This is an optimization exercise on Yosys and OpenROAD, whose aim is small area, a short achievable clock period and few clock cycles, not a production implementation.
Where RTL was checked, it was by simulation tests only, not by an equivalence proof against the original.
For runs 5 to 7, only the layout was checked, not whether the RTL still works.
Power is estimated from default activity; no workload was simulated.

## design.v

```verilog
`timescale 1ns / 1ps
module task3(
    input [2:0] opcode,
    output reg done,
    output reg [23:0] out,
    input [7:0] in2,
    input [7:0] in1,
    input [7:0] in0,
    input clk,
    input rst
    );
    function [10:0] fx; input [3:0] v;
        case (v)
            4'd0: fx = 11'd0;
            4'd1: fx = 11'd13;
            4'd2: fx = 11'd36;
            4'd3: fx = 11'd69;
            4'd4: fx = 11'd112;
            4'd5: fx = 11'd165;
            4'd6: fx = 11'd228;
            4'd7: fx = 11'd301;
            4'd8: fx = 11'd384;
            4'd9: fx = 11'd477;
            4'd10: fx = 11'd580;
            4'd11: fx = 11'd693;
            4'd12: fx = 11'd816;
            4'd13: fx = 11'd949;
            4'd14: fx = 11'd1092;
            4'd15: fx = 11'd1245;
        endcase
    endfunction
    function [9:0] gy; input [3:0] v;
        case (v)
            4'd0: gy = 10'd0;
            4'd1: gy = 10'd1;
            4'd2: gy = 10'd10;
            4'd3: gy = 10'd27;
            4'd4: gy = 10'd52;
            4'd5: gy = 10'd85;
            4'd6: gy = 10'd126;
            4'd7: gy = 10'd175;
            4'd8: gy = 10'd232;
            4'd9: gy = 10'd297;
            4'd10: gy = 10'd370;
            4'd11: gy = 10'd451;
            4'd12: gy = 10'd540;
            4'd13: gy = 10'd637;
            4'd14: gy = 10'd742;
            4'd15: gy = 10'd855;
        endcase
    endfunction
    function [10:0] fz; input [3:0] v;
        case (v)
            4'd0: fz = 11'd13;
            4'd1: fz = 11'd17;
            4'd2: fz = 11'd33;
            4'd3: fz = 11'd61;
            4'd4: fz = 11'd101;
            4'd5: fz = 11'd153;
            4'd6: fz = 11'd217;
            4'd7: fz = 11'd293;
            4'd8: fz = 11'd381;
            4'd9: fz = 11'd481;
            4'd10: fz = 11'd593;
            4'd11: fz = 11'd717;
            4'd12: fz = 11'd853;
            4'd13: fz = 11'd1001;
            4'd14: fz = 11'd1161;
            4'd15: fz = 11'd1333;
        endcase
    endfunction
    reg [1:0] st;        
    reg [7:0] areg;      
    reg [7:0] breg;      
    wire op7 = (opcode == 3'd7);
    wire sub = (opcode == 3'd1);
    wire [7:0] mx = (st == 2'd1) ? breg : (st == 2'd2) ? out[7:0] : out[23:16];
    wire [7:0] mz = (st == 2'd3) ? out[15:8] : 8'd0;
    wire m_1;
    wire m_2;
    wire m_3;
    wire m_4;
    wire m_5;
    wire m_6;
    wire m_7;
    wire m_8;
    wire m_9;
    wire m_10;
    wire m_11;
    wire m_12;
    wire m_13;
    wire m_14;
    wire m_15;
    wire m_16;
    wire m_17;
    wire m_18;
    wire m_19;
    wire m_20;
    wire m_21;
    wire m_22;
    wire m_23;
    wire m_24;
    wire m_25;
    wire m_26;
    wire m_27;
    wire m_28;
    wire m_29;
    wire m_30;
    wire m_31;
    wire m_32;
    wire m_33;
    wire m_34;
    wire m_35;
    wire m_36;
    wire m_37;
    wire m_38;
    wire m_39;
    wire m_40;
    wire m_41;
    wire m_42;
    wire m_43;
    wire m_44;
    wire m_45;
    wire m_46;
    wire m_47;
    wire m_48;
    wire m_49;
    wire m_50;
    wire m_51;
    wire m_52;
    wire m_53;
    wire m_54;
    wire m_55;
    wire m_56;
    wire m_57;
    wire m_58;
    wire m_59;
    wire m_60;
    wire m_61;
    wire m_62;
    wire m_63;
    wire m_64;
    wire m_65;
    wire m_66;
    wire m_67;
    wire m_68;
    wire m_69;
    wire m_70;
    wire m_71;
    wire m_72;
    wire m_73;
    wire m_74;
    wire m_75;
    wire m_76;
    wire m_77;
    wire m_78;
    wire m_79;
    wire m_80;
    wire m_81;
    wire m_82;
    wire m_83;
    wire m_84;
    wire m_85;
    wire m_86;
    wire m_87;
    wire m_88;
    wire m_89;
    wire m_90;
    wire m_91;
    wire m_92;
    wire m_93;
    wire m_94;
    wire m_95;
    wire m_96;
    wire m_97;
    wire m_98;
    assign m_1 = (mx[0] & areg[5]) ^ (mx[1] & areg[4]);
    assign m_2 = (mx[0] & areg[5]) & (mx[1] & areg[4]);
    assign m_3 = (mx[0] & areg[6]) ^ (mx[1] & areg[5]) ^ (mx[2] & areg[4]);
    assign m_4 = ((mx[0] & areg[6]) & (mx[1] & areg[5])) | ((mx[0] & areg[6]) & (mx[2] & areg[4])) | ((mx[1] & areg[5]) & (mx[2] & areg[4]));
    assign m_5 = (mx[3] & areg[3]) ^ (mx[4] & areg[2]);
    assign m_6 = (mx[3] & areg[3]) & (mx[4] & areg[2]);
    assign m_7 = (mx[0] & areg[7]) ^ (mx[1] & areg[6]) ^ (mx[2] & areg[5]);
    assign m_8 = ((mx[0] & areg[7]) & (mx[1] & areg[6])) | ((mx[0] & areg[7]) & (mx[2] & areg[5])) | ((mx[1] & areg[6]) & (mx[2] & areg[5]));
    assign m_9 = (mx[3] & areg[4]) ^ (mx[4] & areg[3]) ^ (mx[5] & areg[2]);
    assign m_10 = ((mx[3] & areg[4]) & (mx[4] & areg[3])) | ((mx[3] & areg[4]) & (mx[5] & areg[2])) | ((mx[4] & areg[3]) & (mx[5] & areg[2]));
    assign m_11 = (mx[6] & areg[1]) ^ (mx[7] & areg[0]);
    assign m_12 = (mx[6] & areg[1]) & (mx[7] & areg[0]);
    assign m_13 = (mx[1] & areg[7]) ^ (mx[2] & areg[6]) ^ (mx[3] & areg[5]);
    assign m_14 = ((mx[1] & areg[7]) & (mx[2] & areg[6])) | ((mx[1] & areg[7]) & (mx[3] & areg[5])) | ((mx[2] & areg[6]) & (mx[3] & areg[5]));
    assign m_15 = (mx[4] & areg[4]) ^ (mx[5] & areg[3]) ^ (mx[6] & areg[2]);
    assign m_16 = ((mx[4] & areg[4]) & (mx[5] & areg[3])) | ((mx[4] & areg[4]) & (mx[6] & areg[2])) | ((mx[5] & areg[3]) & (mx[6] & areg[2]));
    assign m_17 = (mx[2] & areg[7]) ^ (mx[3] & areg[6]) ^ (mx[4] & areg[5]);
    assign m_18 = ((mx[2] & areg[7]) & (mx[3] & areg[6])) | ((mx[2] & areg[7]) & (mx[4] & areg[5])) | ((mx[3] & areg[6]) & (mx[4] & areg[5]));
    assign m_19 = (mx[0] & areg[3]) ^ (mx[1] & areg[2]);
    assign m_20 = (mx[0] & areg[3]) & (mx[1] & areg[2]);
    assign m_21 = (mx[0] & areg[4]) ^ (mx[1] & areg[3]) ^ (mx[2] & areg[2]);
    assign m_22 = ((mx[0] & areg[4]) & (mx[1] & areg[3])) | ((mx[0] & areg[4]) & (mx[2] & areg[2])) | ((mx[1] & areg[3]) & (mx[2] & areg[2]));
    assign m_23 = (mx[3] & areg[1]) ^ (mx[4] & areg[0]);
    assign m_24 = (mx[3] & areg[1]) & (mx[4] & areg[0]);
    assign m_25 = (mx[2] & areg[3]) ^ (mx[3] & areg[2]) ^ (mx[4] & areg[1]);
    assign m_26 = ((mx[2] & areg[3]) & (mx[3] & areg[2])) | ((mx[2] & areg[3]) & (mx[4] & areg[1])) | ((mx[3] & areg[2]) & (mx[4] & areg[1]));
    assign m_27 = (mx[5] & areg[0]) ^ mz[5] ^ m_1;
    assign m_28 = ((mx[5] & areg[0]) & mz[5]) | ((mx[5] & areg[0]) & m_1) | (mz[5] & m_1);
    assign m_29 = (mx[5] & areg[1]) ^ (mx[6] & areg[0]) ^ mz[6];
    assign m_30 = ((mx[5] & areg[1]) & (mx[6] & areg[0])) | ((mx[5] & areg[1]) & mz[6]) | ((mx[6] & areg[0]) & mz[6]);
    assign m_31 = m_2 ^ m_3 ^ m_5;
    assign m_32 = (m_2 & m_3) | (m_2 & m_5) | (m_3 & m_5);
    assign m_33 = mz[7] ^ m_4 ^ m_6;
    assign m_34 = (mz[7] & m_4) | (mz[7] & m_6) | (m_4 & m_6);
    assign m_35 = m_7 ^ m_9 ^ m_11;
    assign m_36 = (m_7 & m_9) | (m_7 & m_11) | (m_9 & m_11);
    assign m_37 = (mx[7] & areg[1]) ^ m_8 ^ m_10;
    assign m_38 = ((mx[7] & areg[1]) & m_8) | ((mx[7] & areg[1]) & m_10) | (m_8 & m_10);
    assign m_39 = m_12 ^ m_13 ^ m_15;
    assign m_40 = (m_12 & m_13) | (m_12 & m_15) | (m_13 & m_15);
    assign m_41 = (mx[5] & areg[4]) ^ (mx[6] & areg[3]) ^ (mx[7] & areg[2]);
    assign m_42 = ((mx[5] & areg[4]) & (mx[6] & areg[3])) | ((mx[5] & areg[4]) & (mx[7] & areg[2])) | ((mx[6] & areg[3]) & (mx[7] & areg[2]));
    assign m_43 = m_14 ^ m_16 ^ m_17;
    assign m_44 = (m_14 & m_16) | (m_14 & m_17) | (m_16 & m_17);
    assign m_45 = (mx[3] & areg[7]) ^ (mx[4] & areg[6]) ^ (mx[5] & areg[5]);
    assign m_46 = ((mx[3] & areg[7]) & (mx[4] & areg[6])) | ((mx[3] & areg[7]) & (mx[5] & areg[5])) | ((mx[4] & areg[6]) & (mx[5] & areg[5]));
    assign m_47 = (mx[6] & areg[4]) ^ (mx[7] & areg[3]) ^ m_18;
    assign m_48 = ((mx[6] & areg[4]) & (mx[7] & areg[3])) | ((mx[6] & areg[4]) & m_18) | ((mx[7] & areg[3]) & m_18);
    assign m_49 = (mx[4] & areg[7]) ^ (mx[5] & areg[6]) ^ (mx[6] & areg[5]);
    assign m_50 = ((mx[4] & areg[7]) & (mx[5] & areg[6])) | ((mx[4] & areg[7]) & (mx[6] & areg[5])) | ((mx[5] & areg[6]) & (mx[6] & areg[5]));
    assign m_51 = (mx[0] & areg[2]) ^ (mx[1] & areg[1]);
    assign m_52 = (mx[0] & areg[2]) & (mx[1] & areg[1]);
    assign m_53 = (mx[2] & areg[1]) ^ (mx[3] & areg[0]) ^ mz[3];
    assign m_54 = ((mx[2] & areg[1]) & (mx[3] & areg[0])) | ((mx[2] & areg[1]) & mz[3]) | ((mx[3] & areg[0]) & mz[3]);
    assign m_55 = mz[4] ^ m_20 ^ m_21;
    assign m_56 = (mz[4] & m_20) | (mz[4] & m_21) | (m_20 & m_21);
    assign m_57 = m_22 ^ m_24 ^ m_25;
    assign m_58 = (m_22 & m_24) | (m_22 & m_25) | (m_24 & m_25);
    assign m_59 = m_26 ^ m_28 ^ m_29;
    assign m_60 = (m_26 & m_28) | (m_26 & m_29) | (m_28 & m_29);
    assign m_61 = m_30 ^ m_32 ^ m_33;
    assign m_62 = (m_30 & m_32) | (m_30 & m_33) | (m_32 & m_33);
    assign m_63 = m_34 ^ m_36 ^ m_37;
    assign m_64 = (m_34 & m_36) | (m_34 & m_37) | (m_36 & m_37);
    assign m_65 = m_38 ^ m_40 ^ m_41;
    assign m_66 = (m_38 & m_40) | (m_38 & m_41) | (m_40 & m_41);
    assign m_67 = m_42 ^ m_44 ^ m_45;
    assign m_68 = (m_42 & m_44) | (m_42 & m_45) | (m_44 & m_45);
    assign m_69 = (mx[7] & areg[4]) ^ m_46 ^ m_48;
    assign m_70 = ((mx[7] & areg[4]) & m_46) | ((mx[7] & areg[4]) & m_48) | (m_46 & m_48);
    assign m_71 = (mx[5] & areg[7]) ^ (mx[6] & areg[6]) ^ (mx[7] & areg[5]);
    assign m_72 = ((mx[5] & areg[7]) & (mx[6] & areg[6])) | ((mx[5] & areg[7]) & (mx[7] & areg[5])) | ((mx[6] & areg[6]) & (mx[7] & areg[5]));
    assign m_73 = (mx[0] & areg[1]) ^ (mx[1] & areg[0]);
    assign m_74 = (mx[0] & areg[1]) & (mx[1] & areg[0]);
    assign m_75 = (mx[2] & areg[0]) ^ mz[2] ^ m_51;
    assign m_76 = ((mx[2] & areg[0]) & mz[2]) | ((mx[2] & areg[0]) & m_51) | (mz[2] & m_51);
    assign m_77 = m_19 ^ m_52 ^ m_53;
    assign m_78 = (m_19 & m_52) | (m_19 & m_53) | (m_52 & m_53);
    assign m_79 = m_23 ^ m_54 ^ m_55;
    assign m_80 = (m_23 & m_54) | (m_23 & m_55) | (m_54 & m_55);
    assign m_81 = m_27 ^ m_56 ^ m_57;
    assign m_82 = (m_27 & m_56) | (m_27 & m_57) | (m_56 & m_57);
    assign m_83 = m_31 ^ m_58 ^ m_59;
    assign m_84 = (m_31 & m_58) | (m_31 & m_59) | (m_58 & m_59);
    assign m_85 = m_35 ^ m_60 ^ m_61;
    assign m_86 = (m_35 & m_60) | (m_35 & m_61) | (m_60 & m_61);
    assign m_87 = m_39 ^ m_62 ^ m_63;
    assign m_88 = (m_39 & m_62) | (m_39 & m_63) | (m_62 & m_63);
    assign m_89 = m_43 ^ m_64 ^ m_65;
    assign m_90 = (m_43 & m_64) | (m_43 & m_65) | (m_64 & m_65);
    assign m_91 = m_47 ^ m_66 ^ m_67;
    assign m_92 = (m_47 & m_66) | (m_47 & m_67) | (m_66 & m_67);
    assign m_93 = m_49 ^ m_68 ^ m_69;
    assign m_94 = (m_49 & m_68) | (m_49 & m_69) | (m_68 & m_69);
    assign m_95 = m_50 ^ m_70 ^ m_71;
    assign m_96 = (m_50 & m_70) | (m_50 & m_71) | (m_70 & m_71);
    assign m_97 = (mx[6] & areg[7]) ^ (mx[7] & areg[6]) ^ m_72;
    assign m_98 = ((mx[6] & areg[7]) & (mx[7] & areg[6])) | ((mx[6] & areg[7]) & m_72) | ((mx[7] & areg[6]) & m_72);
    wire [15:0] pa = {1'b0, (mx[7] & areg[7]), m_96, m_94, m_92, m_90, m_88, m_86, m_84, m_82, m_80, m_78, m_76, m_74, mz[1], (mx[0] & areg[0])};
    wire [15:0] pb = {1'b0, m_98, m_97, m_95, m_93, m_91, m_89, m_87, m_85, m_83, m_81, m_79, m_77, m_75, m_73, mz[0]};
    wire [15:0] prod = pa + pb;
    wire [12:0] s0 = op7 ? {2'b0, fx(in0[3:0])} : {5'd0, in0};
    wire [12:0] s1 = op7 ? ~{3'b0, gy(in1[3:0])} : sub ? {5'h1f, ~in1} : {5'd0, in1};
    wire [12:0] s2 = op7 ? {2'b0, fz(in2[3:0])} : (opcode == 3'd6) ? {5'd0, in2} : 13'd0;
    wire [12:0] sum = s0 + s1 + s2 + {12'd0, sub | op7};
    reg [23:0] res;
    always @* begin
        case (opcode)
            3'd0, 3'd6: res = {14'd0, sum[9:0]};
            3'd1:       res = {{14{sum[9]}}, sum[9:0]};
            3'd3:       res = {17'd0, in0[7:1]};
            3'd7:       res = {5'd0, {6{sum[12]}}, sum};
            default:    res = (st == 2'd2) ? {out[15:8], prod}
                            : (st == 2'd3) ? {prod, out[7:0]} : {8'd0, prod};
        endcase
    end
    wire mul = (opcode == 3'd2) | (opcode == 3'd4) | (opcode == 3'd5);
    wire last = !mul | ((opcode == 3'd5) ? (st == 2'd3) : (st == 2'd1));
    always @(posedge clk) begin
        areg <= in0;
        breg <= opcode[2] ? in0 : in1;
        if (!rst) begin
            done <= 1'b0;
            st <= 2'd0;
        end else if (!done) begin
            out <= res;
            st <= st + 2'd1;
            if (last)
                done <= 1'b1;
        end
    end
endmodule
```

## run.sh

```bash
#!/bin/bash
# synth_recipe.tcl (not shown) runs the flow's synth.tcl, then flattens the netlist and writes it again
# the make line also repeats each setting of config.mk as NAME=value (left out here)
make -C /OpenROAD-flow-scripts/flow DESIGN_CONFIG=/design/flow/config.mk WORK_HOME=/design/flow/orfs CLKGATE_MAP_FILE= SYNTH_SCRIPT=/design/flow/synth_recipe.tcl finish
```

## config.mk

```make
export PLATFORM = sky130hd
export DESIGN_NAME = task3
export DESIGN_NICKNAME = task3
export VERILOG_FILES = /design/flow/design.v
export SDC_FILE = /design/flow/constraint.sdc
export NUM_CORES = 4
export LEC_CHECK = 0
export ABC_CLOCK_PERIOD_IN_PS = 3000
export CAP_MARGIN = 20
export CORE_MARGIN = 2
export CORE_UTILIZATION = 40
export SETUP_SLACK_MARGIN = 5
export SLEW_MARGIN = 20
```

## constraint.sdc

```tcl
create_clock -name core_clock -period 12.0 [get_ports {clk}]
set_input_delay 2.4000 -clock core_clock [delete_from_list [all_inputs] [get_ports {clk}]]
set_output_delay 2.4000 -clock core_clock [all_outputs]
set_load 0.01 [all_outputs]
```

==> impl_results.md, run 1 <==
- CTS tree: done
- Sink Count: 43
- Int Power: 626 µW
- XOR/XNOR Fraction of Synth Area: 4.66%
- Crit-path cells: clkdlybuf4s50_1 > nor2_1 > and2_1 > nor2_2 > inv_1 > xnor2_1 > fa_1 > inv_1 > ha_1 > o21ai_0 > o21bai_1 > a21oi_2 > o21ai_1 > a21oi_1 > o31a_2 > o211ai_1
- Fmax: 0.152 GHz
- Sequential-to-total area share from yosys stat: 18.9%
- Die area: 15600 µm²
- Placer Congestion: 0.937
- Slew Limit Fails: 0
- Layout cells sized above 1: 5.03%
- RSZ-0062 raised after global routing: no
- Compound-Gate Fraction of Synth Area: 18.1%
- Die Wd: 125 µm
- Largest family of logic cells by synthesized area: adder cells
- Synth Net Count: 811
- DR vias/cell: 5.58
- Area Overhead vs Synth: 14.5%
- Tightest Pin Transition: 0.972 ns
- Initial antenna violation count: 0
- Async set-or-reset flop fraction in the synthesized netlist: 0%
- Switching pwr: 591 µW
- Comb power frac: 71.5%
- Worst-path maximum fanout: 11
- Worst path required time: 12.02 ns
- CP Class: primary input to flop
- Fin Setup TNS: 0 ns
- Maximum number of pins on one net before global-route repair: 22
- Commonest cells after routing, fill and taps aside: inv_1, nand2_1, ha_1, fa_1, clkdlybuf4s50_1
- Synth Area in Simple Gates: 16.3%
- Placed cell count: 892
- Tot GR Track Use: 21.2%
- Rows: 44
- Core area: 14400 µm²
- Outcome: timing/DRC/antenna clean
- Antenna cells: 0
- I/O pin total: 54
- CTS buffer count: 5
- Synth Area in Adders: 30.4%
- Wirelength, routed: 16.4 mm
- Port bufs: 53
- Setup-failing EPs final: 0
- Final Hold Vio Count: 0
- Starting Density: 40.6%
- Top post-synthesis cells by area: fa_1, edfxtp_1, ha_1
- Switching share of power: 48.5%
- Avg WL per Cell: 18.2 µm
- Vias in the first global route: 5056
- Hold WC Path Type: flop to flop
- Clock Power Share: 11.2%
- Fin crit period: 6.57 ns
- Slowest cell on crit path: clkdlybuf4s50_1
- Slew margin rel.: 34.8%
- Area of the mapped netlist: 5830 µm²
- Worst VDD drop: 0.000112 V
- Worst Setup End Kind: flop
- Post-route ant nets: 0
- Reg clk slew, reported paths: 0.06 ns
- Pwr/cell area: 182 nW/µm²
- Clk buf depth: 2
- CTS root buf: clkbuf_16
- Total Nets Final: 854
- DR DRC count: 0
- Vias post-DR: 5022
- WP data arrival: 6.59 ns
- DIE HEIGHT: 125 µm
- GR Overflow Total: 0
- Worst setup SP type: primary input
- Clock Latency Late Sink: 0.28 ns
- Number of synthesized register bits: 43
- Netlist cell types: 63
- Max H-tree Level: 2
- Sequential Power Share: 17.3%
- Final period utilization: 54.7%
- Mean Syn Cell Area: 8.68 µm²
- Post-placement cell area: 6520 µm²
- Post-synth EDFFs: 24
- Post-Syn Instances: 672
- Most used DFF post-synth: edfxtp_1
- Fin cells: 900
- Leakage: 0.00299 µW
- Worst path max stage delay: 0.73 ns
- Design area: 6670 µm²
- Initial DRC Count: 355
- Yosys top cell area share: 18.2%
- Placed wire-length estimate: 13.5 mm
- Final Skew: 0.00639 ns
- Setup bufs post-CTS: 0
- Multiplexer share of the synthesized area: 4.53%
- Cell mode on critical path: inv_1
- First-pass GRT wire length: 26.4 mm
- MaxCap Viol Count: 0
- DRT Pass-1 Iters: 5
- Cell taking the most area after synthesis: fa_1
- Yosys warns: 1
[metrics by stage]
stage	util (%)	setup slack (ns)	hold slack (ns)	total power (µW)
after floorplan	-	6.14	0.584	834
after global placement	45.3	5.02	0.566	1060
after detailed placement	45.3	4.87	0.592	1070
after CTS	46.4	5.13	0.607	1220
after global routing	46.4	5.12	0.640	1330
final	46.4	5.43	0.602	1220
[cell families (layout without fill, tap and decap cells)]
group                    count (synthesis)  in the layout
XOR/XNOR                                31             31
buffers and inverters                  103            147
AO/OA/AOI/OAI                          161            161
adder cells (fa/ha/maj)                110            110
flip-flops                              43             43
multiplexers                            25             25
AND/OR/NAND/NOR                        199            199
[state kept, by name, indices dropped and copies added (netlist names)]
| signal | cells |
|---|---|
| st | 2 |
| out | 24 |
| breg | 8 |
| areg | 8 |
| done | 1 |
[power groups by stage]
stage                     Clock, µW  Combinational, µW  Sequential, µW
after global routing            143                971             213
after floorplan                   0                622             212
final                           136                870             211
after detailed placement          0                861             213
after CTS                       136                870             210
after global placement            0                852             213
[critical path, delay by kind of cell]
kind	cells	cell delay (ns)
buffers and inverters	3	0.92
and+or+nand+nor	3	0.74
adders and majority gates	2	0.89
xor gates and xnor gates	1	0.17
AOI/OAI and AO/OA	7	1.46
[area by class of cell]
cell class	instances	area [µm²]
repair buffers	56	558
well taps	184	230
clock inverters	1	8.76
clock buffers	7	143
fillers	1407	7690
inverters	83	312
flip-flops and latches	43	1100
multi-input cells	526	4320
[final timing paths]
path	to	slack (ns)	cells after the start	startpoint
worst max-delay path	out[14]	5.43	16	opcode[1]
worst min-delay path	done	0.60	1	done
worst max register to register	out[10]	5.91	18	st[1]
worst min register to register	done	0.60	1	done
[Yosys cell counts, types with 3 or more instances]
| master | number |
|---|---|
| a22oi_1 | 7 |
| mux2i_1 | 14 |
| a21o_1 | 12 |
| o211ai_1 | 13 |
| xnor2_1 | 18 |
| nand2b_1 | 8 |
| ha_1 | 57 |
| inv_1 | 82 |
| o21ai_0 | 34 |
| o21bai_1 | 3 |
| nor3_1 | 3 |
| o21ai_1 | 10 |
| nand3_1 | 6 |
| and3_1 | 5 |
| mux2_2 | 11 |
| nor2b_1 | 4 |
| a21oi_1 | 34 |
| xor2_1 | 13 |
| nand2_1 | 82 |
| fa_1 | 53 |
| a31oi_1 | 7 |
| a221o_1 | 3 |
| nand4_1 | 3 |
| o21a_1 | 3 |
| and2_1 | 47 |
| a211oi_1 | 9 |
| dfxtp_1 | 19 |
| clkbuf_1 | 13 |
| buf_6 | 3 |
| edfxtp_1 | 24 |
| nor2_1 | 33 |
| buf_1 | 3 |
[repair_timing]
item | in CTS | in global routing
setup endpoints to repair | 0 | 13
hold buffers | 0 | 0
resized for setup | 0 | 3
[per-layer routing]
metal / wire [µm] / up-vias / track usage [%]
met2: 7720 / 189 / 35.0
met3: 876 / 34 / 2.28
met4: 522 / 0 / 7.67
met1: 7310 / 2439 / 28.8
met5: 0 / - / 0
li1: - / 2360 / -
Testbench counts, summed over its fixed seeds: cycles 21,090.
==> run 2, diff against run 1 <==
==> flow/run.sh (new file) <==
#!/bin/bash
set -euo pipefail
cd "$(dirname "$0")/.."
bash standard.sh finish \
  SETUP_SLACK_MARGIN=7 \
  "BUFFER_PORTS_ARGS=-buffer_cell sky130_fd_sc_hd__buf_1" \
  > run_standard.log 2>&1
==> standard.sh (new file) <==
#!/bin/bash
# synth_recipe.tcl (not shown) runs the flow's synth.tcl, then flattens the netlist and writes it again
# the make line also repeats each setting of config.mk as NAME=value (left out here)
make -C /OpenROAD-flow-scripts/flow DESIGN_CONFIG=/design/flow/config.mk WORK_HOME=/design/flow/orfs CLKGATE_MAP_FILE= SYNTH_SCRIPT=/design/flow/synth_recipe.tcl "${@:-finish}"
--- a/config.mk
+++ b/config.mk
@@ -9,5 +9,4 @@
 export CAP_MARGIN = 20
 export CORE_MARGIN = 2
 export CORE_UTILIZATION = 40
-export SETUP_SLACK_MARGIN = 5
 export SLEW_MARGIN = 20
removed: run.sh
==> run 2 against run 1 <==
  * Non-clock buffer count up 49
  * Hold slack worse by 0.0034 ns
  * Die area unchanged
  * Critical path depth down 3
  * Largest power group unchanged
==> impl_results.md, run 2 <==
- Wirelength, routed: 17.7 mm
- DR DRC count: 0
- WP data arrival: 5.35 ns
- First-pass GRT wire length: 28.1 mm
- DR vias/cell: 5.51
- Tot GR Track Use: 22.5%
- Max H-tree Level: 2
- CTS tree: done
- Post-synth EDFFs: 24
- Vias in the first global route: 5333
- Mean Syn Cell Area: 8.68 µm²
- Hold WS: 0.599 ns
- Final period utilization: 44.3%
- MaxCap Viol Count: 0
- I/O pin total: 54
- DIE HEIGHT: 125 µm
- Yosys top cell area share: 18.2%
- Port bufs: 53
- Starting Density: 40.6%
- CP Class: primary input to flop
- Setup-failing EPs final: 0
- Most frequent cells after synthesis: inv_1, nand2_1, ha_1, fa_1, and2_1
- Worst setup SP type: primary input
- Avg WL per Cell: 18.6 µm
- Sequential cell area: 1110 µm²
- Area Overhead vs Synth: 30.3%
- Post-route ant nets: 0
- Commonest non-fill, non-tap cell in the layout: nand2_1
- Initial DRC Count: 286
- Multi-input gate area: 5020 µm²
- Slew Limit Fails: 0
- Synth Net Count: 811
- Top post-synthesis cells by area: fa_1, edfxtp_1, ha_1
- Max reg flops: 24
- Placed wire-length estimate: 13.6 mm
- Netlist cell types: 63
- Tightest Pin Transition: 0.594 ns
- Pwr/cell area: 189 nW/µm²
- Die area: 15600 µm²
- Clk buf depth: 2
- Hold WC Path Type: flop to flop
- Commonest cells after routing, fill and taps aside: nand2_1, inv_1, fa_1, and2_1, buf_4
- CTS buffer count: 5
- CTS root buf: clkbuf_16
- Placement Setup Slack: 5.49 ns
- Total Nets Final: 904
- Worst path required time: 12.04 ns
- Fin crit period: 5.31 ns
- Final Hold Vio Count: 0
- Initial antenna violation count: 0
- Area of the mapped netlist: 5830 µm²
- Fin Setup TNS: 0 ns
- Hold Buf Count CTS: 0
- DRT Pass-1 Iters: 4
- Outcome: timing/DRC/antenna clean
- Cell taking the most area after synthesis: fa_1
- Antenna cells: 0
- Final core occ: 52.9%
- Most used DFF post-synth: edfxtp_1
- Worst path max stage delay: 0.54 ns
- Largest Register: out
- Fmax: 0.188 GHz
- Placer Congestion: 0.916
- Worst-path maximum fanout: 6
- Reg clk slew, reported paths: 0.06 ns
- Async set-or-reset flop fraction in the synthesized netlist: 0%
- Worst VDD drop: 0.000108 V
- Number of synthesized register bits: 43
- Sink Count: 43
- Sequential-to-total area share from yosys stat: 18.9%
- Leakage: 0.00328 µW
- Final worst slack: 6.69 ns
- RSZ-0062 raised after global routing: yes
- Slew margin rel.: 60.3%
- Die Wd: 125 µm
- Worst Setup End Kind: flop
- Rows: 44
- Maximum number of pins on one net before global-route repair: 18
- Core area: 14400 µm²
- Layout cells sized above 1: 25.7%
- Filler cells: 1301
- Crit-path cells: buf_6 > buf_8 > buf_6 > or3_4 > fa_1 > inv_2 > fa_2 > a211oi_2 > o21bai_2 > o31a_1 > a41oi_2 > xnor2_1 > a211o_1
- Clock Latency Late Sink: 0.29 ns
- GR Overflow Total: 0
- Yosys warns: 1
- Cell mode on critical path: buf_6
- Post-Syn Instances: 672
- Final Skew: 0.00587 ns
- Largest registers: out: 24 flops, areg: 8 flops, breg: 8 flops
- Slowest cell on crit path: fa_1
- Vias post-DR: 5234
[run 2: metrics by stage]
step | power, µW | std cells | area (µm²)
finish | 1440 | 950 | 7600
global route | 1560 | 950 | 7600
CTS | 1350 | 936 | 7250
detailed placement | 1060 | 892 | 6310
global placement | 1060 | 892 | 6310
floorplan | 850 | 672 | 6030
[run 2: logic make-up (layout without fill, tap and decap cells)]
family                   Yosys count  count (layout)  share of synthesized area (%)
multiplexers                      25              25                           4.53
buffers and inverters            103             196                           7.04
AND/OR/NAND/NOR                  199             200                           16.3
flip-flops                        43              43                           18.9
XOR/XNOR                          31              31                           4.66
AO/OA/AOI/OAI                    161             161                           18.1
adder cells (fa/ha/maj)          110             110                           30.4
[run 2: path summary, 6_finish.rpt]
| check | from | end | slack [ns] | cells past startpoint |
|---|---|---|---|---|
| setup reg to reg | st[0] | out[10] | 6.83 | 18 |
| hold / removal | done | done | 0.60 | 1 |
| setup / recovery | opcode[0] | out[10] | 6.69 | 13 |
| hold reg to reg | done | done | 0.60 | 1 |
[run 2: report_power, final]
group	internal, µW	switching (µW)
registers	190	23.6
logic	466	602
clock network	102	53.9
total	758	679
[run 2: layout make-up]
type / instances / area share, %
Clock buffer: 8 / 2.35
Inverter: 83 / 4.40
Multi-Input combinational cell: 527 / 66.0
Sequential cell: 43 / 14.6
Tap cell: 184 / 3.03
Timing Repair Buffer: 105 / 9.62
[run 2: repair_timing]
action / CTS / global route
endpoints found under the setup margin: 23 / 20
gates cloned: 1 / 0
pin swaps: 42 / 38
buffers inserted: 35 / 14
resized for setup: 123 / 55
[run 2: critical path: cells and delay by family]
kind            cells  cell delay (ns)
xor+xnor            1             0.10
fa+ha+maj           2             0.92
buf+inv             4             0.41
simple gates        1             0.37
compound gates      5             1.14
[run 2: metal layers]
| metal | global-route usage (%) | up-vias | routed length [µm] |
|---|---|---|---|
| li1 | - | 2470 | - |
| met5 | 0 | - | 0 |
| met1 | 30.1 | 2560 | 7840 |
| met4 | 7.87 | 0 | 641 |
| met2 | 38.0 | 160 | 8440 |
| met3 | 2.15 | 44 | 736 |
==> run 3, diff against run 2 <==
==> flow/run.sh (replaced) <==
#!/bin/bash
set -euo pipefail
cd "$(dirname "$0")/.."
bash standard.sh finish \
  SETUP_SLACK_MARGIN=6.5 \
  "BUFFER_PORTS_ARGS=-buffer_cell sky130_fd_sc_hd__buf_1" \
  > run_standard.log 2>&1
==> run 3 against run 2 <==
  * Still clean
  * Non-clock buffer count down 33
  * Sequential share of layout area grew 1.5 points
  * Combinational power fell by 13%
  * Flip-flop and latch count is the same
  * Die area stayed put
  * Wire length decreased by 3.2%
  * Highest routed layer unchanged
==> impl_results.md, run 3 <==
- Multiplexer share of the synthesized area: 4.53%
- Worst VDD drop: 0.000115 V
- I/O pin total: 54
- Setup-failing EPs final: 0
- CTS tree: done
- WP data arrival: 5.44 ns
- Synth Net Count: 811
- Sequential Power Share: 16.4%
- Initial DRC Count: 351
- CP Class: primary input to flop
- Commonest cells after routing, fill and taps aside: nand2_1, inv_1, fa_1, ha_1, and2_1
- Switching share of power: 49.0%
- Final core occ: 47.7%
- Port bufs: 53
- Maximum number of pins on one net before global-route repair: 20
- Vias in the first global route: 5106
- Most used DFF post-synth: edfxtp_1
- DRT Pass-1 Iters: 5
- Slew margin rel.: 63.3%
- Clk buf depth: 2
- Worst setup SP type: primary input
- Commonest non-fill, non-tap cell in the layout: nand2_1
- Worst path required time: 12.04 ns
- Top sig layer: met4
- XOR/XNOR Fraction of Synth Area: 4.66%
- Placer Congestion: 0.912
- Core area: 14400 µm²
- Area of the mapped netlist: 5830 µm²
- Fin Setup TNS: 0 ns
- DIE HEIGHT: 125 µm
- Die Wd: 125 µm
- MaxCap Viol Count: 0
- Pwr/cell area: 190 nW/µm²
- Largest registers: out: 24 flops, areg: 8 flops, breg: 8 flops
- Fmax: 0.185 GHz
- Vias post-DR: 5092
- DR vias/cell: 5.55
- Largest Register: out
- Sequential-to-total area share from yosys stat: 18.9%
- Synth Area in Adders: 30.4%
- Largest family of logic cells by synthesized area: adder cells
- Antenna cells: 0
- Synth Area in Simple Gates: 16.3%
- Post-Syn Instances: 672
- Most frequent cells after synthesis: inv_1, nand2_1, ha_1, fa_1, and2_1
- Placed wire-length estimate: 13.8 mm
- Filler cells: 1387
- Slew Limit Fails: 0
- Met2 wire length: 8.61 mm
- Yosys warns: 1
- RSZ-0062 raised after global routing: no
- First-pass GRT wire length: 26.7 mm
- Number of synthesized register bits: 43
- Switching pwr: 638 µW
- Top post-synthesis cells by area: fa_1, edfxtp_1, ha_1
- Clock Latency Late Sink: 0.29 ns
- Hold Buf Count CTS: 0
- Avg WL per Cell: 18.6 µm
- Wire length on met1: 7.10 mm
- Tot GR Track Use: 21.8%
- GR Overflow Total: 0
- Worst-path maximum fanout: 11
- DR WL met3: 740 µm
- Cell taking the most area after synthesis: fa_1
- Leakage: 0.00302 µW
- CTS root buf: clkbuf_16
- Reg clk slew, reported paths: 0.06 ns
- Starting Density: 40.6%
- Clock Power Share: 11.7%
- Die area: 15600 µm²
- Area Overhead vs Synth: 17.6%
- Initial antenna violation count: 0
- Post-synth EDFFs: 24
- Worst Setup End Kind: flop
- Post-route ant nets: 0
- Wirelength, routed: 17.1 mm
- Netlist cell types: 63
- Final Hold Vio Count: 0
- Max reg flops: 24
- Sink Count: 43
- Rows: 44
- Mean Syn Cell Area: 8.68 µm²
- Tightest Pin Transition: 0.548 ns
- Async set-or-reset flop fraction in the synthesized netlist: 0%
- Layout cells sized above 1: 15.8%
- DR DRC count: 0
- Int Power: 664 µW
- Compound-Gate Fraction of Synth Area: 18.1%
- Outcome: timing/DRC/antenna clean
- Comb power frac: 71.9%
- Final Skew: 0.0109 ns
- Total Nets Final: 871
- Hold WC Path Type: flop to flop
- Max H-tree Level: 2
- CTS buffer count: 5
- Final period utilization: 45.0%
- Fin crit period: 5.40 ns
- Yosys top cell area share: 18.2%
-- run 3: cell counts after synthesis --
Identical to the previous run, type by type.
-- run 3: area by class of cell --
type	count	area, µm²	share of cell area (%)
well taps	184	230	3.36
flip-flops and latches	43	1100	16.1
repair buffers	72	382	5.56
multi-input cells	527	4670	68.0
clock buffers	5	125	1.82
inverters	83	312	4.54
clock inverters	3	42.5	0.620
-- run 3: what timing repair did --
| action | 4_1_cts | 5_1_grt |
|---|---|---|
| pin swaps | 6 | 11 |
| endpoints found under the setup margin | 23 | 17 |
| cloned | 1 | 0 |
| setup buffers | 6 | 11 |
| gates resized for setup | 42 | 43 |
-- run 3: routing by layer --
| metal | GRT usage (%) | vias to the layer above |
|---|---|---|
| met4 | 10.3 | 0 |
| met5 | 0 | - |
| met2 | 38.1 | 179 |
| met1 | 27.4 | 2472 |
| li1 | - | 2403 |
| met3 | 1.37 | 38 |
-- run 3: metrics by stage --
step / total power (µW) / hold WS [ns] / instance area [µm²] / setup WS [ns] / cells
floorplan: 839 / 0.584 / 5900 / 6.50 / 672
global placement: 1060 / 0.563 / 6230 / 5.44 / 891
detailed placement: 1070 / 0.574 / 6230 / 5.26 / 891
CTS: 1250 / 0.588 / 6580 / 6.50 / 906
global route: 1410 / 0.610 / 6860 / 6.50 / 917
finish: 1300 / 0.584 / 6860 / 6.60 / 917
-- run 3: path summary, 6_finish.rpt --
path                                 from  endpoint  slack [ns]  depth (start not counted)
worst max-delay path            opcode[1]   out[10]        6.60                         14
worst min-delay path                 done      done        0.58                          1
worst max register to register      st[0]   out[10]        6.63                         19
worst min register to register       done      done        0.58                          1
-- run 3: cells by family after synthesis --
group | count (synthesis)
mux | 25
simple gates | 199
fa+ha+maj | 110
xor+xnor | 31
compound gates | 161
buf+inv | 103
flops | 43
-- run 3: worst max-delay path, stage by stage --
cell	delay, ns
buf_4	0.17
nor2_4	0.17
and2_4	0.20
nor2_4	0.05
xnor2_1	0.15
fa_1	0.51
inv_1	0.07
fa_2	0.39
a211oi_2	0.27
o21bai_1	0.13
o31a_1	0.29
a41oi_2	0.23
xnor2_1	0.10
a211o_1	0.30
-- run 3: power by group through the flow --
stage	combinational, µW	clock, µW	sequential, µW
2_1_floorplan	627	0	212
3_3_place_gp	847	0	214
3_5_place_dp	854	0	214
4_1_cts	878	157	211
5_1_grt	1030	161	215
6_report	936	153	213
==> run 4, diff against run 3 <==
==> flow/run.sh (replaced) <==
#!/bin/bash
set -euo pipefail
cd "$(dirname "$0")/.."
bash standard.sh finish \
  SETUP_SLACK_MARGIN=6 \
  "BUFFER_PORTS_ARGS=-buffer_cell sky130_fd_sc_hd__buf_1" \
  > run_standard.log 2>&1
==> run 4 against run 3 <==
  * Area after synthesis did not move
  * Sequential power barely moved
  * Maximum frequency fell by 6.5%
  * Cell area shrank 6.6%
  * Die area did not move
  * Combinational power down 9.3%
  * Synthesized cell count stayed put
  * Clock skew down 0.0070 ns
  * Clock-buffer cell count grew 1
  * Critical path depth grew 2
  * Non-clock buffer count is 15 lower
  * Wire length shrank 4.8%
  * Critical path type unchanged
  * Largest power group unchanged
==> impl_results.md, run 4 <==
- Vias post-DR: 5000
- Antenna cells: 0
- Final Hold Vio Count: 0
- Post-Syn Instances: 672
- Mean Syn Cell Area: 8.68 µm²
- Post-placement cell area: 6180 µm²
- CTS root buf: clkbuf_16
- Fin Setup TNS: 0 ns
- Slew Limit Fails: 0
- Worst setup SP type: primary input
- RSZ-0062 raised after global routing: yes
- Initial DRC Count: 303
- Comb power frac: 71.2%
- Post-synth EDFFs: 24
- WP data arrival: 5.82 ns
- DRT Pass-1 Iters: 5
- GR Overflow Total: 0
- Tightest Pin Transition: 0.791 ns
- Area of the mapped netlist: 5830 µm²
- Starting Density: 40.6%
- Worst Setup End Kind: flop
- Clk buf depth: 2
- Avg WL per Cell: 18.1 µm
- Clock Latency Late Sink: 0.28 ns
- Outcome: timing/DRC/antenna clean
- Commonest cells after routing, fill and taps aside: inv_1, nand2_1, ha_1, fa_1, and2_1
- Placed wire-length estimate: 13.4 mm
- First-pass GRT wire length: 26.1 mm
- I/O pin total: 54
- Worst path required time: 12.04 ns
- Sink Count: 43
- Int Power: 598 µW
- Worst VDD drop: 0.000110 V
- Die Wd: 125 µm
- Yosys warns: 1
- CTS tree: done
- Final worst slack: 6.22 ns
- Wirelength, routed: 16.3 mm
- Rows: 44
- DR vias/cell: 5.55
- Number of synthesized register bits: 43
- Vias in the first global route: 4932
- Post-route ant nets: 0
- Largest Register: out
- Area Overhead vs Synth: 9.91%
- Initial antenna violation count: 0
- Switching share of power: 49.8%
- Clock Power Share: 10.9%
- Largest registers: out: 24 flops, areg: 8 flops, breg: 8 flops
- Placer Congestion: 0.986
- Port bufs: 53
- Max H-tree Level: 2
- Most used DFF post-synth: edfxtp_1
- Reg clk slew, reported paths: 0.06 ns
- Synth Net Count: 811
- Final Skew: 0.00391 ns
- Setup-failing EPs final: 0
- Cell taking the most area after synthesis: fa_1
- CP Class: primary input to flop
- Fmax: 0.173 GHz
- Sequential-to-total area share from yosys stat: 18.9%
- CTS buffer count: 5
- Top post-synthesis cells by area: fa_1, edfxtp_1, ha_1
- Pwr/cell area: 186 nW/µm²
- Slew margin rel.: 47.2%
- Max reg flops: 24
- DIE HEIGHT: 125 µm
- Async set-or-reset flop fraction in the synthesized netlist: 0%
- Placement Setup Slack: 5.02 ns
- Final period utilization: 48.2%
- Commonest non-fill, non-tap cell in the layout: inv_1
- FF-to-FF setup slack: 6.26 ns
- Yosys top cell area share: 18.2%
- DR DRC count: 0
- Leakage: 0.00287 µW
- Sequential Power Share: 17.8%
- MaxCap Viol Count: 0
- Layout cells sized above 1: 7.81%
- Total Nets Final: 855
- Hold WC Path Type: flop to flop
- Tot GR Track Use: 20.7%
- Most frequent cells after synthesis: inv_1, nand2_1, ha_1, fa_1, and2_1
- Maximum number of pins on one net before global-route repair: 22
- Design area: 6410 µm²
- Fin crit period: 5.78 ns
- Switching pwr: 593 µW
- Core area: 14400 µm²
- Hold Buf Count CTS: 0
- Worst-path maximum fanout: 7
- Netlist cell types: 63
- Die area: 15600 µm²
## run 4: cell counts after synthesis
Identical to the previous run, type by type.
## run 4: path summary, 6_finish.rpt
kind | end | cells past startpoint | from
min | done | 1 | done
max reg2reg | out[10] | 18 | st[1]
max | out[10] | 16 | in2[1]
min reg2reg | done | 1 | done
## run 4: kinds of logic (layout without fill, tap and decap cells)
logic type | after synthesis | after routing | share of synthesized area (%)
xor+xnor | 31 | 31 | 4.66
buf+inv | 103 | 148 | 7.04
compound gates | 161 | 161 | 18.1
flops | 43 | 43 | 18.9
fa+ha+maj | 110 | 110 | 30.4
mux | 25 | 25 | 4.53
simple gates | 199 | 199 | 16.3
## run 4: per-stage QoR
| step | std cells | hold WS (ns) | power [µW] | utilization [%] |
|---|---|---|---|---|
| 2_1_floorplan | 672 | 0.584 | 834 | - |
| 3_5_place_dp | 892 | 0.596 | 1050 | 43.0 |
| 5_1_grt | 901 | 0.622 | 1290 | 44.6 |
| 3_3_place_gp | 892 | 0.564 | 1040 | 43.0 |
| 4_1_cts | 900 | 0.605 | 1190 | 44.1 |
| 6_report | 901 | 0.601 | 1190 | 44.6 |
## run 4: power by group through the flow
stage,Combinational (µW),Clock [µW],Sequential (µW)
after floorplan,622,0,212
after global placement,822,0,214
after detailed placement,835,0,215
after CTS,843,132,212
after global routing,937,138,215
final,849,130,213
## run 4: area by class of cell
type	count	area (µm²)
repair buffers	57	248
flip-flops and latches	43	1100
inverters	83	312
well taps	184	230
clock buffers	6	129
multi-input cells	526	4380
clock inverters	2	12.5
fillers	1467	7960
## run 4: per-layer routing
layer	GRT usage [%]	routed length (µm)
met4	6.35	390
met3	1.93	846
met2	33.7	7540
met5	0	0
met1	29.3	7490
## run 4: repair_timing
| action | CTS | global route |
|---|---|---|
| setup buffers | 0 | 1 |
| pin swaps | 0 | 1 |
| endpoints found under the setup margin | 18 | 17 |
| resized for setup | 7 | 20 |
## run 4: worst max-delay path: stages
cell	delay, ns
buf_1	0.24
inv_1	0.11
ha_1	0.37
nand2_1	0.11
o311ai_0	0.14
o21ai_0	0.12
mux2i_1	0.11
nor2_1	0.20
fa_1	0.47
ha_1	0.35
o21ai_0	0.13
o21bai_1	0.12
o31a_1	0.29
a41oi_1	0.27
xnor2_1	0.10
a211o_1	0.29
==> run 5, diff against run 4 <==
--- a/design.v
+++ b/design.v
@@ -71,10 +71,9 @@
     endfunction
     reg [1:0] st;        
     reg [7:0] areg;      
-    reg [7:0] breg;      
     wire op7 = (opcode == 3'd7);
     wire sub = (opcode == 3'd1);
-    wire [7:0] mx = (st == 2'd1) ? breg : (st == 2'd2) ? out[7:0] : out[23:16];
+    wire [7:0] mx = (st == 2'd3) ? out[23:16] : out[7:0];
     wire [7:0] mz = (st == 2'd3) ? out[15:8] : 8'd0;
     wire m_1;
     wire m_2;
@@ -286,7 +285,8 @@
             3'd1:       res = {{14{sum[9]}}, sum[9:0]};
             3'd3:       res = {17'd0, in0[7:1]};
             3'd7:       res = {5'd0, {6{sum[12]}}, sum};
-            default:    res = (st == 2'd2) ? {out[15:8], prod}
+            default:    res = (st == 2'd0) ? {16'd0, opcode[2] ? in0 : in1}
+                            : (st == 2'd2) ? {out[15:8], prod}
                             : (st == 2'd3) ? {prod, out[7:0]} : {8'd0, prod};
         endcase
     end
@@ -294,7 +294,6 @@
     wire last = !mul | ((opcode == 3'd5) ? (st == 2'd3) : (st == 2'd1));
     always @(posedge clk) begin
         areg <= in0;
-        breg <= opcode[2] ? in0 : in1;
         if (!rst) begin
             done <= 1'b0;
             st <= 2'd0;
==> run 5 against run 4 <==
  * Still clean on timing, DRC and antenna
  * Area after synthesis up 3.6%
  * Global-route usage is 1.5 points higher
  * Cell area up 5.1%
  * Register-to-register slack improved by 0.17 ns
  * Hold slack lost 0.033 ns
  * Sequential share of layout area decreased by 3.2 points
  * Clock power decreased by 5%
  * First-iteration DRC count increased by 62%
  * Flip-flop and latch count down 8
  * Maximum frequency fell by 0.74%
  * Sequential power is 22% lower
  * Clock skew rose by 0.0022 ns
  * Critical path type unchanged
==> impl_results.md, run 5 <==
- Outcome: timing/DRC/antenna clean
- Hold path endpoint: st[1]
- Async set-or-reset flop fraction in the synthesized netlist: 0%
- Area of the mapped netlist: 6040 µm²
- Max reg flops: 24
- Tightest Pin Transition: 0.996 ns
- Yosys warns: 1
- Max H-tree Level: 2
- Min-delay src: st[1]
- Rows: 44
- Cell taking the most area after synthesis: fa_1
- RR Startpoint: st[0]
- Fin crit period: 5.82 ns
- Wirelength, routed: 17.5 mm
- Initial antenna violation count: 1
- RR Endpoint: out[23]
- Avg WL per Cell: 18.6 µm
- Fin Setup TNS: 0 ns
- CP Buf/Inv Count: 2
- DIE HEIGHT: 127 µm
- Fmax: 0.172 GHz
- Switching pwr: 601 µW
- DR DRC count: 0
- Placement Setup Slack: 5.42 ns
- GR Overflow Total: 0
- Slowest cell on crit path: fa_1
- Final Hold Vio Count: 0
- Slew Limit Fails: 0
- CTS root buf: clkbuf_16
- Critical path startpoint: in1[0]
- Reg clk slew, reported paths: 0.05 ns
- Yosys top cell area share: 17.6%
- Worst VDD drop: 0.0000909 V
- Worst Setup End Kind: flop
- Port bufs: 53
- Largest registers: out: 24 flops, areg: 8 flops, st: 2 flops
- Setup-failing EPs final: 0
- Area Overhead vs Synth: 11.4%
- DRT Pass-1 Iters: 5
- Crit-path cells: buf_2 > inv_1 > ha_1 > nand2b_1 > a31oi_1 > o22ai_1 > a21oi_2 > fa_1 > ha_2 > and3_1 > a221o_1 > o22ai_2 > xor2_1 > nor2_1 > a2111o_1
- Most frequent cells after synthesis: inv_1, nand2_1, ha_1, fa_1, a21oi_1
- Core area: 14600 µm²
- Worst path max stage delay: 0.45 ns
- CTS tree: done
- Worst setup SP type: primary input
- Final worst slack: 6.18 ns
- Total Nets Final: 896
- Hold path depth: 2
- Placed wire-length estimate: 14.2 mm
- FF-to-FF setup slack: 6.43 ns
- Clock Latency Late Sink: 0.28 ns
- Post-synth EDFFs: 24
- Placer Congestion: 0.938
- Netlist cell types: 67
- Worst R2R Path Depth: 19
- Pwr/cell area: 173 nW/µm²
- DR vias/cell: 5.77
- Die Wd: 127 µm
- Most common cell in the netlist: inv_1
- Number of synthesized register bits: 35
- Int Power: 565 µW
- Sequential-to-total area share from yosys stat: 15.6%
- I/O pin total: 54
- Final period utilization: 48.5%
- Sink Count: 35
- Worst-path maximum fanout: 7
- Sequential Power Share: 14.3%
- Hold WS: 0.568 ns
- Clock Power Share: 10.6%
- RSZ-0062 raised after global routing: no
- First-pass GRT wire length: 28.2 mm
- CP Class: primary input to flop
- Mean Syn Cell Area: 8.51 µm²
- Die area: 16100 µm²
- WP data arrival: 5.84 ns
- Vias in the first global route: 5221
- Clk buf depth: 2
- Leakage: 0.00307 µW
- Synth Net Count: 851
- Post-route ant nets: 0
- Top post-synthesis cells by area: fa_1, ha_1, edfxtp_1
- Antenna cells: 0
- Slew margin rel.: 33.5%
- Layout cells sized above 1: 10.3%
- Starting Density: 41.3%
- Commonest cells after routing, fill and taps aside: inv_1, nand2_1, ha_1, fa_1, buf_1
- Maximum number of pins on one net before global-route repair: 37
- Commonest non-fill, non-tap cell in the layout: inv_1
- Final core occ: 46.0%
- Most used DFF post-synth: edfxtp_1
- Vias post-DR: 5421
- Worst path required time: 12.02 ns
- Largest Register: out
- Switching share of power: 51.6%
- Hold Buf Count CTS: 0
- Hold WC Path Type: flop to flop
- Post-Syn Instances: 710
- Initial DRC Count: 492
- MaxCap Viol Count: 0
- Tot Pwr: 1170 µW
- Delay-heaviest family, CP: compound AO/OA/AOI/OAI gates
- Comb power frac: 75.1%
- Final Skew: 0.00607 ns
- Tot GR Track Use: 22.2%
- CTS buffer count: 5
==> run 5: cell count changes in the layout (fill, tap and decap cells not counted), moves of 5 or more <==
cell,delta
a221o_1,+10
and2_1,-9
buf_4,+9
dfxtp_1,-8
inv_1,+8
o21ai_2,-8
nand3_1,+7
a21oi_1,+6
a22oi_1,-6
o22ai_1,+6
xor2_1,-6
nor2b_1,+5
==> run 5: worst max path at each step <==
stage                    to  slack, ns  cells past startpoint
floorplan           out[10]       6.05                     15
global placement    out[10]       5.38                     14
detailed placement  out[10]       5.42                     14
CTS                 out[17]       6.01                     17
global route        out[17]       6.00                     16
finish              out[10]       6.18                     15
==> run 5: cells by family (layout without fill, tap and decap cells) <==
kind of cell | after synthesis | count (layout) | synth area share [%]
buffers and inverters | 125 | 171 | 8.22
adders and majority gates | 112 | 112 | 29.8
and+or+nand+nor | 207 | 207 | 17.0
DFF | 35 | 35 | 15.6
xor gates and xnor gates | 26 | 26 | 3.77
muxes | 26 | 26 | 4.55
AOI/OAI and AO/OA | 179 | 179 | 21.1
==> run 5: worst register-to-register path, delay by kind of cell (launching register included) <==
family / cells / cell delay [ns]
simple gates: 3 / 0.52
flops: 1 / 0.39
mux: 1 / 0.48
buf+inv: 5 / 0.56
fa+ha+maj: 6 / 2.25
compound gates: 4 / 1.12
==> run 5: cell type report <==
class	instances	area [µm²]
fillers	1442	7910
well taps	184	230
multi-input cells	550	4720
inverters	94	359
clock inverters	2	12.5
clock buffers	6	129
flip-flops and latches	35	941
repair buffers	69	342
==> run 5: through the flow <==
stage	instances	area, µm²
2_1_floorplan	710	6040
3_3_place_gp	923	6380
3_5_place_dp	923	6380
4_1_cts	932	6590
5_1_grt	940	6730
6_report	940	6730
==> run 5: what timing repair did <==
action | CTS | global route
pin swaps | 3 | 4
gates cloned | 0 | 0
setup endpoints to repair | 16 | 17
gates resized for setup | 15 | 25
buffers inserted | 1 | 8
==> run 5: routing by layer <==
layer  wire, µm  share of wire [%]  global-route usage [%]
met1       7970                 46                    32.4
met2       8200                 47                    36.1
met3       1100                6.3                    2.61
met4        221                1.3                    3.49
met5          0                  0                       0
==> run 5: power groups by stage <==
stage	sequential, µW	combinational [µW]	clock, µW
after floorplan	168	641	0
after global placement	169	836	0
after detailed placement	170	848	0
after CTS	167	859	125
after global routing	169	978	131
final	167	875	123
==> run 6, diff against run 5 <==
--- a/design.v
+++ b/design.v
@@ -69,12 +69,12 @@
             4'd15: fz = 11'd1333;
         endcase
     endfunction
-    reg [1:0] st;        
+    reg k1, k2, k3;      
     reg [7:0] areg;      
     wire op7 = (opcode == 3'd7);
     wire sub = (opcode == 3'd1);
-    wire [7:0] mx = (st == 2'd3) ? out[23:16] : out[7:0];
-    wire [7:0] mz = (st == 2'd3) ? out[15:8] : 8'd0;
+    wire [7:0] mx = k3 ? out[23:16] : out[7:0];
+    wire [7:0] mz = out[15:8] & {8{k3}};
     wire m_1;
     wire m_2;
     wire m_3;
@@ -285,21 +285,24 @@
             3'd1:       res = {{14{sum[9]}}, sum[9:0]};
             3'd3:       res = {17'd0, in0[7:1]};
             3'd7:       res = {5'd0, {6{sum[12]}}, sum};
-            default:    res = (st == 2'd0) ? {16'd0, opcode[2] ? in0 : in1}
-                            : (st == 2'd2) ? {out[15:8], prod}
-                            : (st == 2'd3) ? {prod, out[7:0]} : {8'd0, prod};
+            default:    res = k1 ? {8'd0, prod} : k2 ? {out[15:8], prod}
+                            : k3 ? {prod, out[7:0]} : {16'd0, opcode[2] ? in0 : in1};
         endcase
     end
     wire mul = (opcode == 3'd2) | (opcode == 3'd4) | (opcode == 3'd5);
-    wire last = !mul | ((opcode == 3'd5) ? (st == 2'd3) : (st == 2'd1));
+    wire last = !mul | ((opcode == 3'd5) ? k3 : k1);
     always @(posedge clk) begin
         areg <= in0;
         if (!rst) begin
             done <= 1'b0;
-            st <= 2'd0;
+            k1 <= 1'b0;
+            k2 <= 1'b0;
+            k3 <= 1'b0;
         end else if (!done) begin
             out <= res;
-            st <= st + 2'd1;
+            k1 <= !(k1 | k2 | k3);
+            k2 <= k1;
+            k3 <= k2;
             if (last)
                 done <= 1'b1;
         end
==> run 6 against run 5 <==
  * Setup slack worse by 0.030 ns
  * Total power down 13%
  * Clock skew is essentially flat
  * Largest cell class unchanged
  * Critical path type unchanged
  * Via count fell by 7.4%
  * Sequential power hardly changed
  * Cell count is 3.8% lower
  * Maximum frequency fell by 0.50%
==> impl_results.md, run 6 <==
- Top sig layer: met4
- DIE HEIGHT: 124 µm
- Die area: 15400 µm²
- Yosys top cell area share: 18.4%
- Final Skew: 0.00650 ns
- RR Startpoint: k3
- Total Nets Final: 860
- Comb power frac: 70.7%
- Fin crit period: 5.85 ns
- Area of the mapped netlist: 5750 µm²
- CTS root buf: clkbuf_16
- DR DRC count: 0
- Number of synthesized register bits: 36
- Clk buf depth: 2
- Fmax: 0.171 GHz
- Placed cell count: 893
- Initial antenna violation count: 0
- DR WL met3: 576 µm
- Pwr/cell area: 158 nW/µm²
- Yosys warns: 1
- Int Power: 512 µW
- Starting Density: 41.1%
- Worst Setup End Kind: flop
- Outcome: timing/DRC/antenna clean
- Area Overhead vs Synth: 11.3%
- DRT Pass-1 Iters: 5
- Tightest Pin Transition: 0.891 ns
- Top post-synthesis cells by area: fa_1, edfxtp_1, ha_1
- Initial DRC Count: 328
- Post-placement cell area: 6120 µm²
- Clock Latency Late Sink: 0.28 ns
- Switching share of power: 49.4%
- Netlist cell types: 52
- Vias in the first global route: 4972
- Placed wire-length estimate: 13.2 mm
- Switching pwr: 501 µW
- I/O pin total: 54
- Worst-path maximum fanout: 7
- Maximum number of pins on one net before global-route repair: 24
- First-pass GRT wire length: 25.5 mm
- Reg clk slew, reported paths: 0.05 ns
- Antenna cells: 0
- Hold path endpoint: k3
- Post-route ant nets: 0
- Placer Congestion: 0.936
- Clock Power Share: 12.7%
- Avg WL per Cell: 17.7 µm
- Vias post-DR: 5019
- Synth Net Count: 816
- Critical path startpoint: in2[0]
- Rows: 43
- Tot Pwr: 1010 µW
- Hold WS: 0.592 ns
- Leakage: 0.00286 µW
- Final period utilization: 48.8%
- Sink Count: 36
- Mean Syn Cell Area: 8.47 µm²
- Worst path required time: 12.02 ns
- Worst VDD drop: 0.0000940 V
- Layout cells sized above 1: 7.87%
- Wirelength, routed: 16.0 mm
- Fin cells: 904
- DR vias/cell: 5.55
- FF-to-FF setup slack: 6.49 ns
- Post-synth EDFFs: 24
- CP Class: primary input to flop
- Max reg flops: 24
- Hold Buf Count CTS: 0
- Most common cell in the netlist: inv_1
- Commonest cells after routing, fill and taps aside: inv_1, nand2_1, fa_1, ha_1, o21ai_0
- Met2 wire length: 7.92 mm
- Min-delay src: k2
- Fin Setup TNS: 0 ns
- CTS buffer count: 5
- Most used DFF post-synth: edfxtp_1
- Core area: 14000 µm²
- Wire length on met1: 7.07 mm
- Max H-tree Level: 2
- Commonest non-fill, non-tap cell in the layout: inv_1
- Setup-failing EPs final: 0
- Worst setup SP type: primary input
- WP data arrival: 5.88 ns
- Cell taking the most area after synthesis: fa_1
- Hold WC Path Type: flop to flop
- Most frequent cells after synthesis: inv_1, nand2_1, ha_1, fa_1, o21ai_0
- GR Overflow Total: 0
- Post-Syn Instances: 679
- CTS tree: done
- Hold path depth: 2
- Port bufs: 53
- RSZ-0062 raised after global routing: yes
- Async set-or-reset flop fraction in the synthesized netlist: 0%
- MaxCap Viol Count: 0
- Largest registers: out: 24 flops, areg: 8 flops
- Final Hold Vio Count: 0
- RR Endpoint: out[21]
- Sequential-to-total area share from yosys stat: 16.7%
- Slew Limit Fails: 0
- Design area: 6400 µm²
- Slew margin rel.: 38.9%
- Worst R2R Path Depth: 15
- Largest Register: out
- Sequential Power Share: 16.6%
- Die Wd: 124 µm
- Filler cells: 1405
- Tot GR Track Use: 21.5%
## run 6: metal layers
layer  vias to the layer above  track usage [%]
met5                         -                0
met4                         0             8.22
met3                        31             1.19
met2                       164             38.0
met1                      2434             27.7
li1                       2390                -
## run 6: power groups by stage
| stage | Combinational, µW | Sequential (µW) | Clock (µW) |
|---|---|---|---|
| floorplan | 516 | 167 | 0 |
| global placement | 691 | 170 | 0 |
| detailed placement | 695 | 171 | 0 |
| CTS | 703 | 168 | 129 |
| global route | 804 | 170 | 134 |
| finish | 717 | 168 | 129 |
## run 6: layout make-up
type | instances | area (µm²) | area share [%]
inverters | 92 | 350 | 5.47
flip-flops and latches | 36 | 962 | 15.0
repair buffers | 58 | 264 | 4.13
clock inverters | 2 | 10.0 | 0.156
well taps | 180 | 225 | 3.52
clock buffers | 6 | 139 | 2.17
multi-input cells | 530 | 4450 | 69.5
## run 6: worst max-delay path, stage by stage
cell and delay [ns]:
buf_1 0.12, inv_2 0.10, ha_1 0.24, o311ai_1 0.25, o21ai_1 0.11, mux2_2 0.28, nand2_1 0.11, fa_1 0.39
inv_1 0.10, ha_4 0.22, a21o_1 0.19, a31o_1 0.23, nor3b_2 0.21, o31ai_2 0.09, xor2_2 0.18, a22o_4 0.30
or3_1 0.36
## run 6: worst max-delay path by stage
stage / to / cells past startpoint
after global routing: out[15] / 17
after detailed placement: out[15] / 14
final: out[15] / 17
after global placement: out[15] / 14
after CTS: out[8] / 16
after floorplan: out[15] / 16
## run 6: logic make-up after synthesis
kind of cell | count (synthesis) | synth area share (%)
fa+ha+maj | 108 | 30.4
flops | 36 | 16.7
xor+xnor | 27 | 4.11
compound gates | 157 | 17.7
buf+inv | 113 | 7.40
mux | 30 | 5.59
simple gates | 208 | 18.1
## run 6: timing repair
item                       in CTS  in global routing
setup endpoints to repair      19                 18
setup buffers                   1                  2
pin swaps                       0                  3
gates resized for setup        23                 23
## run 6: through the flow
| stage | setup WS (ns) | utilization [%] |
|---|---|---|
| finish | 6.15 | 45.8 |
| detailed placement | 4.85 | 43.7 |
| floorplan | 6.02 | - |
| global placement | 4.96 | 43.7 |
| global route | 5.98 | 45.8 |
| CTS | 5.97 | 45.1 |
==> run 7, diff against run 6 <==
==> flow/run.sh (replaced) <==
#!/bin/bash
set -euo pipefail
cd "$(dirname "$0")/.."
bash standard.sh finish \
  SETUP_SLACK_MARGIN=6.8 \
  "BUFFER_PORTS_ARGS=-buffer_cell sky130_fd_sc_hd__buf_1" \
  > run_standard.log 2>&1
--- a/config.mk
+++ b/config.mk
@@ -5,8 +5,9 @@
 export SDC_FILE = /design/flow/constraint.sdc
 export NUM_CORES = 4
 export LEC_CHECK = 0
-export ABC_CLOCK_PERIOD_IN_PS = 3000
+export ABC_AREA = 1
 export CAP_MARGIN = 20
 export CORE_MARGIN = 2
-export CORE_UTILIZATION = 40
+export CORE_UTILIZATION = 70
+export CTS_BUF_LIST = sky130_fd_sc_hd__clkbuf_4 sky130_fd_sc_hd__clkbuf_8
 export SLEW_MARGIN = 20
==> run 7 against run 6 <==
  * Still clean
  * Clock skew shrank 0.0038 ns
  * Cell area grew 7.4%
  * Die area shrank 39%
  * Clock power shrank 17%
  * Hold slack lost 0.046 ns
  * First-iteration DRC count grew 110%
  * Combinational power grew 67%
  * Sequential power grew 7%
  * Core utilization grew 37 points
  * Critical endpoint is now out[10]
  * Largest cell class unchanged
==> impl_results.md, run 7 <==
- Worst setup SP type: primary input
- Final Skew: 0.00267 ns
- Worst path required time: 12.02 ns
- Crit-path cells: buf_2 > inv_1 > ha_1 > nor3_2 > a211oi_2 > fa_1 > ha_4 > a21o_1 > nor2_1 > nand4_1 > nand3_4 > buf_4 > nand3_1
- Initial antenna violation count: 0
- First-pass GRT wire length: 31.1 mm
- Slowest cell on crit path: fa_1
- Placement Setup Slack: 5.81 ns
- CP Buf/Inv Count: 3
- Commonest cells after routing, fill and taps aside: nand2_1, inv_1, nor2_1, nand3_1, fa_1
- Synth Net Count: 1025
- DRT Pass-1 Iters: 6
- Reg clk slew, reported paths: 0.08 ns
- Yosys top cell area share: 17.5%
- Critical path startpoint: in0[2]
- Tightest Pin Transition: 0.702 ns
- Placed wire-length estimate: 15.2 mm
- Delay-heaviest family, CP: adder cells
- Port bufs: 53
- Maximum number of pins on one net before global-route repair: 19
- Async set-or-reset flop fraction in the synthesized netlist: 0%
- Max reg flops: 24
- Rows: 33
- Vias in the first global route: 6505
- CTS tree: done
- Final worst slack: 6.77 ns
- Sink Count: 36
- DIE HEIGHT: 96.9 µm
- Final Hold Vio Count: 0
- Clk buf depth: 2
- Number of synthesized register bits: 36
- Setup-failing EPs final: 0
- Starting Density: 72.9%
- Area of the mapped netlist: 6050 µm²
- Worst-path maximum fanout: 14
- Slew Limit Fails: 0
- Mean Syn Cell Area: 6.81 µm²
- Worst VDD drop: 0.000127 V
- Leakage: 0.00362 µW
- I/O pin total: 54
- Largest registers: out: 24 flops, areg: 8 flops
- Hold Buf Count CTS: 0
- WP data arrival: 5.25 ns
- Most frequent cells after synthesis: nand2_1, inv_1, nor2_1, nand3_1, ha_1
- Most common cell in the netlist: nand2_1
- Worst path max stage delay: 0.68 ns
- Top post-synthesis cells by area: fa_1, nand2_1, edfxtp_1
- Fin Setup TNS: 0 ns
- Initial DRC Count: 703
- Worst Setup End Kind: flop
- Largest Register: out
- Vias post-DR: 6536
- Avg WL per Cell: 18.7 µm
- Fin crit period: 5.23 ns
- RSZ-0062 raised after global routing: no
- DR DRC count: 0
- Antenna cells: 0
- MaxCap Viol Count: 0
- Outcome: timing/DRC/antenna clean
- Post-synth EDFFs: 24
- Most used DFF post-synth: edfxtp_1
- Post-route ant nets: 0
- DR vias/cell: 6.17
- Max H-tree Level: 2
- Clock Latency Late Sink: 0.29 ns
- RR Startpoint: k3
- Commonest non-fill, non-tap cell in the layout: nand2_1
- Wirelength, routed: 19.8 mm
- Total Nets Final: 1091
- GR Overflow Total: 0
- Yosys warns: 1
[run 7: cell types whose count changed in the layout (fill, tap and decap cells not counted), moves of 14 or more]
| cell | previous run | this run |
|---|---|---|
| buf_4 | 8 | 22 |
| nor2b_1 | 41 | 0 |
| nor2_1 | 36 | 75 |
| nand2_1 | 68 | 231 |
| inv_1 | 88 | 170 |
| and2_1 | 24 | 0 |
| mux2i_1 | 20 | 0 |
| nand3_1 | 9 | 56 |
| o21ai_0 | 44 | 30 |
[run 7: final cells by class]
cell class / count / area (µm²) / area share (%)
multi-input combinational: 653 / 4590 / 66.7
sequential: 36 / 965 / 14.0
inverter: 187 / 716 / 10.4
timing repair buffer: 71 / 368 / 5.35
tap: 105 / 131 / 1.91
clock buffer: 5 / 68.8 / 1.00
clock inverter: 3 / 42.5 / 0.619
[run 7: worst paths after layout]
path                                end  slack (ns)  cells after the start
worst max-delay path            out[10]        6.77                     13
worst min-delay path                 k3        0.55                      1
worst max register to register  out[11]        7.14                     21
worst min register to register       k3        0.55                      1
[run 7: worst register-to-register path, stage by stage, from the launching register on]
cell     delay (ns)
dfxtp_4        0.43
inv_2          0.11
or2_2          0.28
o21ai_0        0.24
inv_1          0.19
nand2_1        0.14
fa_1           0.42
fa_1           0.42
inv_1          0.08
fa_1           0.41
inv_1          0.08
fa_1           0.42
inv_1          0.09
ha_1           0.29
nand2_1        0.15
inv_1          0.06
a21oi_1        0.21
nand3_1        0.13
nand2_1        0.12
nand3_1        0.14
nand3_1        0.10
nand2_1        0.08
[run 7: cells by family (layout without fill, tap and decap cells)]
group / Yosys count / count (layout) / synth area share (%)
compound gates: 123 / 123 / 11.8
xor+xnor: 11 / 11 / 1.59
fa+ha+maj: 108 / 108 / 28.9
buf+inv: 200 / 266 / 12.5
flops: 36 / 36 / 15.9
mux: 3 / 3 / 0.497
simple gates: 407 / 408 / 28.8
[run 7: repair_timing]
item                       in CTS  in global routing
gates resized for setup        32                 60
buffers inserted                5                 12
cloned                          1                  0
pin swaps                       8                 15
setup endpoints to repair      22                 20
[run 7: per-layer routing]
| layer | vias up | part of all wire [%] | global-route usage [%] |
|---|---|---|---|
| met2 | 494 | 48 | 73.6 |
| met4 | 0 | 8.9 | 25.4 |
| li1 | 2923 | - | - |
| met1 | 2951 | 33 | 46.1 |
| met3 | 168 | 9.1 | 4.77 |
| met5 | - | 0 | 0 |
[run 7: per-stage QoR]
stage          area [µm²]  hold slack [ns]  total power [µW]  utilization (%)  cells
6_report             6880            0.546              1490             82.9   1060
4_1_cts              6580            0.548              1400             79.3   1048
2_1_floorplan        6050            0.521               992                -    888
5_1_grt              6880            0.561              1620             82.9   1060
3_5_place_dp         6330            0.537              1270             76.3   1034
3_3_place_gp         6330            0.514              1250             76.3   1034
[run 7: report_power, final]
part / internal [µW] / leakage (µW) / total, µW / switching, µW
logic: 405 / 0.00323 / 1200 / 799
registers: 159 / 0.000334 / 180 / 20.1
clock network: 61.5 / 0.0000541 / 107 / 45.7

Setup slack of run 7, layout unchanged: 6.768 ns with ideal ports, 6.758 ns with driving cells assumed (clock clkbuf_16, inputs buf_2), 6.446 ns with port delays also shifted by the 0.311 ns mid clock arrival.
